Source: an optimization exercise on an open RTL-to-GDS flow (aim: small area, a short achievable clock period and few clock cycles). Production flows keep margins and buffers that such runs may drop.
At most, simulation tests tie the RTL to the original design; equivalence was not proved.
Power and IR drop assume default switching activity.

==> module finder, before the edit <==
module finder(clk,rst_n,wr,din,find,dfind,full,is,location);
	input clk;
	input rst_n;
	input wr;
	input [7:0] din;
	input find;
	input [7:0] dfind;
	output reg full;
	output reg is;
	output [5:0] location;
	reg [7:0] mem [0:62];
	reg [5:0] pointer;
	always @(posedge clk or negedge rst_n)
		if (!rst_n) begin
			pointer <= 6'd0;
			full <= 1'b0;
		end else if (wr) begin
			if (pointer != 6'd63) begin
				pointer <= pointer + 6'd1;
				full <= 1'b0;
			end else begin
				pointer <= 6'd0;
				full <= 1'b1;
			end
		end
	genvar i;
	generate
		for (i = 0; i < 63; i = i + 1) begin : g_mem
			wire we;
			and2 u_we (.a(wr), .b(pointer == i), .y(we));
			always @(posedge clk)
				if (we)
					mem[i] <= din;
		end
	endgenerate
	wire [5:0] p = location;	 
	wire [63:0] m;
	generate
		for (i = 0; i < 63; i = i + 1) begin : g_cmp
			assign m[i] = (mem[i] == dfind);
		end
	endgenerate
	assign m[63] = 1'b0;
	wire [31:0] hs;
	generate
		for (i = 0; i < 32; i = i + 1) begin : g_h
			assign hs[i] = (m[i] & ~p[5] & (p[4:0] <= i)) |
			               (m[32 + i] & p[5] & (p[4:0] <= i));
		end
	endgenerate
	function [5:0] first32(input [31:0] v);
		reg [4:0] idx;
		integer k;
		begin
			idx = 5'd0;
			for (k = 31; k >= 0; k = k - 1)
				if (v[k]) idx = k;
			first32 = {|v, idx};
		end
	endfunction
	wire [5:0] c_h = first32(hs);
	wire [5:0] c_l = first32(m[31:0]);
	wire [5:0] c_u = first32(m[63:32]);
	reg n_h, s_l, s_u, loc5;
	reg [4:0] i_h, i_l, i_u;
	always @(posedge clk or negedge rst_n)
		if (!rst_n) begin
			is <= 1'b0;
			n_h <= 1'b0;
			s_l <= 1'b0;
			s_u <= 1'b0;
			loc5 <= 1'b0;
			i_h <= 5'd0;
			i_l <= 5'd0;
			i_u <= 5'd0;
		end else if (find) begin
			is <= c_l[5] | c_u[5];
			n_h <= ~c_h[5];
			s_l <= ~c_h[5] & (p[5] ? c_l[5] : ~c_u[5]);
			s_u <= ~c_h[5] & (p[5] ? ~c_l[5] : c_u[5]);
			loc5 <= c_h[5] ? p[5] : (p[5] ? ~c_l[5] : c_u[5]);
			i_h <= c_h[4:0];
			i_l <= c_l[4:0];
			i_u <= c_u[4:0];
		end
	assign location = {loc5, ({5{~n_h}} & i_h) | ({5{s_l}} & i_l) | ({5{s_u}} & i_u)};
endmodule
==> module and2, before the edit <==
module and2(a, b, y);
	input a;
	input b;
	output y;
	assign y = a & b;
endmodule
export LEC_CHECK = 0
export CAP_MARGIN = 20
export CORE_MARGIN = 2
export CORE_UTILIZATION = 40
export CTS_BUF_LIST = sky130_fd_sc_hd__clkbuf_8
export CTS_CLUSTER_DIAMETER = 60
export CTS_CLUSTER_SIZE = 18
export SETUP_SLACK_MARGIN = 4.5
export SLEW_MARGIN = 20
export SYNTH_HIERARCHICAL = 1
create_clock -name core_clock -period 8.0 [get_ports {clk}]
run.sh (not shown) runs the stock make flow with config.mk's settings and CLKGATE_MAP_FILE= SYNTH_SCRIPT=/design/flow/synth_recipe.tcl, a recipe that flattens the netlist after the stock synthesis.
The first run went through all stages and came out clean.
Next try:
--- a/flow/design.v
+++ b/flow/design.v
@@ -25,20 +25,18 @@
 		end
 	genvar i;
 	generate
 		for (i = 0; i < 63; i = i + 1) begin : g_mem
-			wire we;
-			and2 u_we (.a(wr), .b(pointer == i), .y(we));
 			always @(posedge clk)
-				if (we)
+				if (wr && pointer == i)
 					mem[i] <= din;
 		end
 	endgenerate
 	wire [5:0] p = location;	 
 	wire [63:0] m;
 	generate
 		for (i = 0; i < 63; i = i + 1) begin : g_cmp
-			assign m[i] = (mem[i] == dfind);
+			eq8 u_eq (.a(mem[i]), .b(dfind), .y(m[i]));
 		end
 	endgenerate
 	assign m[63] = 1'b0;
 	wire [31:0] hs;
@@ -84,10 +82,10 @@
 			i_u <= c_u[4:0];
 		end
 	assign location = {loc5, ({5{~n_h}} & i_h) | ({5{s_l}} & i_l) | ({5{s_u}} & i_u)};
 endmodule
-module and2(a, b, y);
-	input a;
-	input b;
+module eq8(a, b, y);
+	input [7:0] a;
+	input [7:0] b;
 	output y;
-	assign y = a & b;
+	assign y = (a == b);
 endmodule
After rerunning: The changed run went through all stages and came out clean; sequential power hardly moves; worst setup slack gets worse by 140 ps; via count is lower by 5.3%; wire length is lower by 8.7%; worst hold slack gets worse by 24 ps; clock-buffer cell count does not change; register-to-register slack gets better by 100 ps; non-clock buffer count is lower by 21; maximum frequency is lower by 3.9%; clock skew hardly moves; design area is lower by 3.3%; combinational power is lower by 25%.
No functional check of the RTL was part of any run of this note.

Another version of the RTL of finder (not shown whole).
Size: about 1900 cells after synthesis, about 530 flip-flops, about 28 I/O pins.
==> module finder, before the edit <==
module finder(clk,rst_n,wr,din,find,dfind,full,is,location);
	input clk;
	input rst_n;
	input wr;
	input [7:0] din;
	input find;
	input [7:0] dfind;
	output reg full;
	output reg is;
	output [5:0] location;
	reg [7:0] mem [0:62];
	reg [5:0] pointer;
	always @(posedge clk or negedge rst_n)
		if (!rst_n) begin
			pointer <= 6'd0;
			full <= 1'b0;
		end else if (wr) begin
			if (pointer != 6'd63) begin
				pointer <= pointer + 6'd1;
				full <= 1'b0;
			end else begin
				pointer <= 6'd0;
				full <= 1'b1;
			end
		end
	genvar i;
	generate
		for (i = 0; i < 63; i = i + 1) begin : g_mem
			always @(posedge clk)
				if (wr && pointer == i)
					mem[i] <= din;
		end
	endgenerate
	wire [63:0] m;
	wire [63:0] h;
	generate
		for (i = 0; i < 63; i = i + 1) begin : g_cmp
			assign m[i] = (mem[i] == dfind);
			assign h[i] = m[i] & (location <= i);
		end
	endgenerate
	assign m[63] = 1'b0;
	assign h[63] = 1'b0;
	function [6:0] first64(input [63:0] v);
		reg [5:0] idx;
		integer k;
		begin
			idx = 6'd0;
			for (k = 63; k >= 0; k = k - 1)
				if (v[k]) idx = k;
			first64 = {|v, idx};
		end
	endfunction
	wire [6:0] fh = first64(h);
	wire [6:0] fm = first64(m);
	reg [5:0] fh_r, fm_r;
	reg anyh_r;
	always @(posedge clk or negedge rst_n)
		if (!rst_n) begin
			is <= 1'b0;
			anyh_r <= 1'b0;
			fh_r <= 6'd0;
			fm_r <= 6'd0;
		end else if (find) begin
			is <= fm[6];
			anyh_r <= fh[6];
			fh_r <= fh[5:0];
			fm_r <= fm[5:0];
		end
	assign location = anyh_r ? fh_r : fm_r;
endmodule
make LEC_CHECK=0 CAP_MARGIN=20 CORE_MARGIN=2 CORE_UTILIZATION=40 CTS_BUF_LIST=sky130_fd_sc_hd__clkbuf_8 CTS_CLUSTER_DIAMETER=60 CTS_CLUSTER_SIZE=18 SETUP_SLACK_MARGIN=4.7 SLEW_MARGIN=20 finish   # period 8.0 ns
Testbench counts at the start, summed over its fixed seeds: cycles 2,400.
Next try:
==> flow/design.v (replaced) <==
module finder(clk,rst_n,wr,din,find,dfind,full,is,location);
	input clk;
	input rst_n;
	input wr;
	input [7:0] din;
	input find;
	input [7:0] dfind;
	output reg full;
	output reg is;
	output [5:0] location;
	reg [7:0] mem [0:62];
	reg [5:0] pointer;
	always @(posedge clk or negedge rst_n)
		if (!rst_n) begin
			pointer <= 6'd0;
			full <= 1'b0;
		end else if (wr) begin
			if (pointer != 6'd63) begin
				pointer <= pointer + 6'd1;
				full <= 1'b0;
			end else begin
				pointer <= 6'd0;
				full <= 1'b1;
			end
		end
	genvar i;
	generate
		for (i = 0; i < 63; i = i + 1) begin : g_mem
			always @(posedge clk)
				if (wr && pointer == i)
					mem[i] <= din;
		end
	endgenerate
	wire [5:0] p = location;	 
	wire [63:0] m;
	generate
		for (i = 0; i < 63; i = i + 1) begin : g_cmp
			assign m[i] = (mem[i] == dfind);
		end
	endgenerate
	assign m[63] = 1'b0;
	wire [31:0] hs;
	generate
		for (i = 0; i < 32; i = i + 1) begin : g_h
			assign hs[i] = (m[i] & ~p[5] & (p[4:0] <= i)) |
			               (m[32 + i] & p[5] & (p[4:0] <= i));
		end
	endgenerate
	function [5:0] first32(input [31:0] v);
		reg [4:0] idx;
		integer k;
		begin
			idx = 5'd0;
			for (k = 31; k >= 0; k = k - 1)
				if (v[k]) idx = k;
			first32 = {|v, idx};
		end
	endfunction
	wire [5:0] c_h = first32(hs);
	wire [5:0] c_l = first32(m[31:0]);
	wire [5:0] c_u = first32(m[63:32]);
	reg n_h, s_l, s_u, loc5;
	reg [4:0] i_h, i_l, i_u;
	always @(posedge clk or negedge rst_n)
		if (!rst_n) begin
			is <= 1'b0;
			n_h <= 1'b0;
			s_l <= 1'b0;
			s_u <= 1'b0;
			loc5 <= 1'b0;
			i_h <= 5'd0;
			i_l <= 5'd0;
			i_u <= 5'd0;
		end else if (find) begin
			is <= c_l[5] | c_u[5];
			n_h <= ~c_h[5];
			s_l <= ~c_h[5] & (p[5] ? c_l[5] : ~c_u[5]);
			s_u <= ~c_h[5] & (p[5] ? ~c_l[5] : c_u[5]);
			loc5 <= c_h[5] ? p[5] : (p[5] ? ~c_l[5] : c_u[5]);
			i_h <= c_h[4:0];
			i_l <= c_l[4:0];
			i_u <= c_u[4:0];
		end
	assign location = {loc5, ({5{~n_h}} & i_h) | ({5{s_l}} & i_l) | ({5{s_u}} & i_u)};
endmodule
Outcome:
- The changed run finished with timing, DRC and antenna clean
- non-clock buffer count fell by 54
- sequential share of layout area rose by 3.2 points
- die area fell by 0.97%
- synthesized cell count fell by 6.1%
- worst setup slack degrades by 0.042 ns
- total power rose by 9.7%
- critical path depth stays the same
- global-route usage fell by 2.6 points
- area after synthesis fell by 0.99%
- worst hold slack degrades by 0.042 ns
- maximum frequency fell by 1.2%
- final area fell by 5.0%
- final cell count fell by 5.9%
- clock power rose by about 5%
Testbench counts after the change, summed over its fixed seeds: cycles 2,400.

Another version of the RTL of finder (not shown whole).
Size: about 1900 cells after synthesis, roughly 28 I/O pins, roughly 0.025 mm2 of cells after synthesis.
==> module finder, before the edit <==
module finder(clk,rst_n,wr,din,find,dfind,full,is,location);
	input clk;
	input rst_n;
	input wr;
	input [7:0] din;
	input find;
	input [7:0] dfind;
	output reg full;
	output reg is;
	output [5:0] location;
	reg [7:0] mem [0:62];
	reg [5:0] pointer;
	always @(posedge clk or negedge rst_n)
		if (!rst_n) begin
			pointer <= 6'd0;
			full <= 1'b0;
		end else if (wr) begin
			if (pointer != 6'd63) begin
				pointer <= pointer + 6'd1;
				full <= 1'b0;
			end else begin
				pointer <= 6'd0;
				full <= 1'b1;
			end
		end
	genvar i;
	generate
		for (i = 0; i < 63; i = i + 1) begin : g_mem
			always @(posedge clk)
				if (wr && pointer == i)
					mem[i] <= din;
		end
	endgenerate
	wire [5:0] p;
	wire [63:0] m;
	wire [63:0] h;
	generate
		for (i = 0; i < 63; i = i + 1) begin : g_cmp
			eq8 u_eq (.a(mem[i]), .b(dfind), .y(m[i]));
			assign h[i] = m[i] & (p <= i);
		end
	endgenerate
	assign m[63] = 1'b0;
	assign h[63] = 1'b0;
	function [5:0] first32(input [31:0] v);
		reg [4:0] idx;
		integer k;
		begin
			idx = 5'd0;
			for (k = 31; k >= 0; k = k - 1)
				if (v[k]) idx = k;
			first32 = {|v, idx};
		end
	endfunction
	wire [5:0] c_hl = first32(h[31:0]);
	wire [5:0] c_hh = first32(h[63:32]);
	wire [5:0] c_ml = first32(m[31:0]);
	wire [5:0] c_mh = first32(m[63:32]);
	reg s_hh, s_ml, s_mh;
	reg [4:0] i_hl, i_hh, i_ml, i_mh;
	always @(posedge clk or negedge rst_n)
		if (!rst_n) begin
			is <= 1'b0;
			s_hh <= 1'b0;
			s_ml <= 1'b0;
			s_mh <= 1'b0;
			i_hl <= 5'd0;
			i_hh <= 5'd0;
			i_ml <= 5'd0;
			i_mh <= 5'd0;
		end else if (find) begin
			is <= c_ml[5] | c_mh[5];
			s_hh <= ~c_hl[5] & c_hh[5];
			s_ml <= ~c_hl[5] & ~c_hh[5] & c_ml[5];
			s_mh <= ~c_hl[5] & ~c_hh[5] & ~c_ml[5];
			i_hl <= c_hl[4:0];
			i_hh <= c_hh[4:0];
			i_ml <= c_ml[4:0];
			i_mh <= c_mh[4:0];
		end
	sel4 u_loc (.s({s_mh, s_ml, s_hh}), .a(i_hl), .b(i_hh), .c(i_ml), .d(i_mh), .y(location));
	sel4 u_p (.s({s_mh, s_ml, s_hh}), .a(i_hl), .b(i_hh), .c(i_ml), .d(i_mh), .y(p));
endmodule
==> module sel4, before the edit <==
module sel4(s, a, b, c, d, y);
	input [2:0] s;
	input [4:0] a, b, c, d;
	output [5:0] y;
	wire sa = ~(s[0] | s[1] | s[2]);
	assign y = {s[0] | s[2],
	            ({5{sa}} & a) | ({5{s[0]}} & b) | ({5{s[1]}} & c) | ({5{s[2]}} & d)};
endmodule
export LEC_CHECK = 0
export CAP_MARGIN = 20
export CORE_MARGIN = 2
export CORE_UTILIZATION = 40
export CTS_BUF_LIST = sky130_fd_sc_hd__clkbuf_8
export CTS_CLUSTER_DIAMETER = 60
export CTS_CLUSTER_SIZE = 18
export SETUP_SLACK_MARGIN = 4.5
export SLEW_MARGIN = 20
export SYNTH_HIERARCHICAL = 1
create_clock -name core_clock -period 8.0 [get_ports {clk}]
Then changed:
==> flow/design.v (replaced) <==
module finder(clk,rst_n,wr,din,find,dfind,full,is,location);
	input clk;
	input rst_n;
	input wr;
	input [7:0] din;
	input find;
	input [7:0] dfind;
	output reg full;
	output reg is;
	output [5:0] location;
	reg [7:0] mem [0:62];
	reg [5:0] pointer;
	always @(posedge clk or negedge rst_n)
		if (!rst_n) begin
			pointer <= 6'd0;
			full <= 1'b0;
		end else if (wr) begin
			if (pointer != 6'd63) begin
				pointer <= pointer + 6'd1;
				full <= 1'b0;
			end else begin
				pointer <= 6'd0;
				full <= 1'b1;
			end
		end
	genvar i;
	generate
		for (i = 0; i < 63; i = i + 1) begin : g_mem
			always @(posedge clk)
				if (wr && pointer == i)
					mem[i] <= din;
		end
	endgenerate
	wire [63:0] m;
	wire [63:0] h;
	generate
		for (i = 0; i < 63; i = i + 1) begin : g_cmp
			eq8 u_eq (.a(mem[i]), .b(dfind), .y(m[i]));
			assign h[i] = m[i] & (location <= i);
		end
	endgenerate
	assign m[63] = 1'b0;
	assign h[63] = 1'b0;
	function [6:0] first64(input [63:0] v);
		reg [5:0] idx;
		integer k;
		begin
			idx = 6'd0;
			for (k = 63; k >= 0; k = k - 1)
				if (v[k]) idx = k;
			first64 = {|v, idx};
		end
	endfunction
	wire [6:0] fh = first64(h);
	wire [6:0] fm = first64(m);
	reg [5:0] fh_r, fm_r;
	reg anyh_r;
	always @(posedge clk or negedge rst_n)
		if (!rst_n) begin
			is <= 1'b0;
			anyh_r <= 1'b0;
			fh_r <= 6'd0;
			fm_r <= 6'd0;
		end else if (find) begin
			is <= fm[6];
			anyh_r <= fh[6];
			fh_r <= fh[5:0];
			fm_r <= fm[5:0];
		end
	assign location = anyh_r ? fh_r : fm_r;
endmodule
module eq8(a, b, y);
	input [7:0] a;
	input [7:0] b;
	output y;
	assign y = (a == b);
endmodule
After rerunning: The new run went through all stages and came out clean; total power decreases by 1.9%; sequential share of layout area shrinks by 0.70 points; via count is higher by 1.2%; cell count came out lower by 0.84%; die area decreases by 1.9%; core utilization grows by 0.90 points.
No functional check of the RTL was part of any run of this note.

[port drivers added, routing unchanged]
No port has a modelled driver above. Below, the same layouts with a new extraction and two added sets of constraints. Step 1 assumes that a clkbuf_16 drives the clock port and a buf_2 every other input. Step 2 moves the port delays by t, midway between the first and last clock arrival at a register: inputs arrive t later, outputs are due t later. That takes back most of the time a late clock gives input paths. Slacks: no drivers / after step 1 / after step 2; pairs: no drivers / after step 1.
| run | t, ns | setup slack, ns | worst hold slack (ns) |
|---|---|---|---|
| the first run of note 1 | 0.714 | 4.514 / 4.424 / 3.710 | 0.534 / 0.534 / 0.534 |
| the second run of note 1 | 0.719 | 4.372 / 4.317 / 3.624 | 0.510 / 0.510 / 0.510 |
| the first run of note 2 | 0.713 | 4.502 / 4.392 / 3.680 | 0.542 / 0.542 / 0.542 |
| the second run of note 2 | 0.716 | 4.460 / 4.402 / 3.841 | 0.500 / 0.500 / 0.500 |
| the first run of note 3 | 0.719 | 4.392 / 4.378 / 3.659 | 0.531 / 0.531 / 0.531 |
| the second run of note 3 | 0.709 | 4.451 / 4.352 / 3.643 | 0.571 / 0.571 / 0.571 |
After both steps every run listed still meets setup and hold. For the first run of note 2, which loses most, drivers alone change the setup slack by -0.110 ns; drivers and shift together by -0.822 ns.
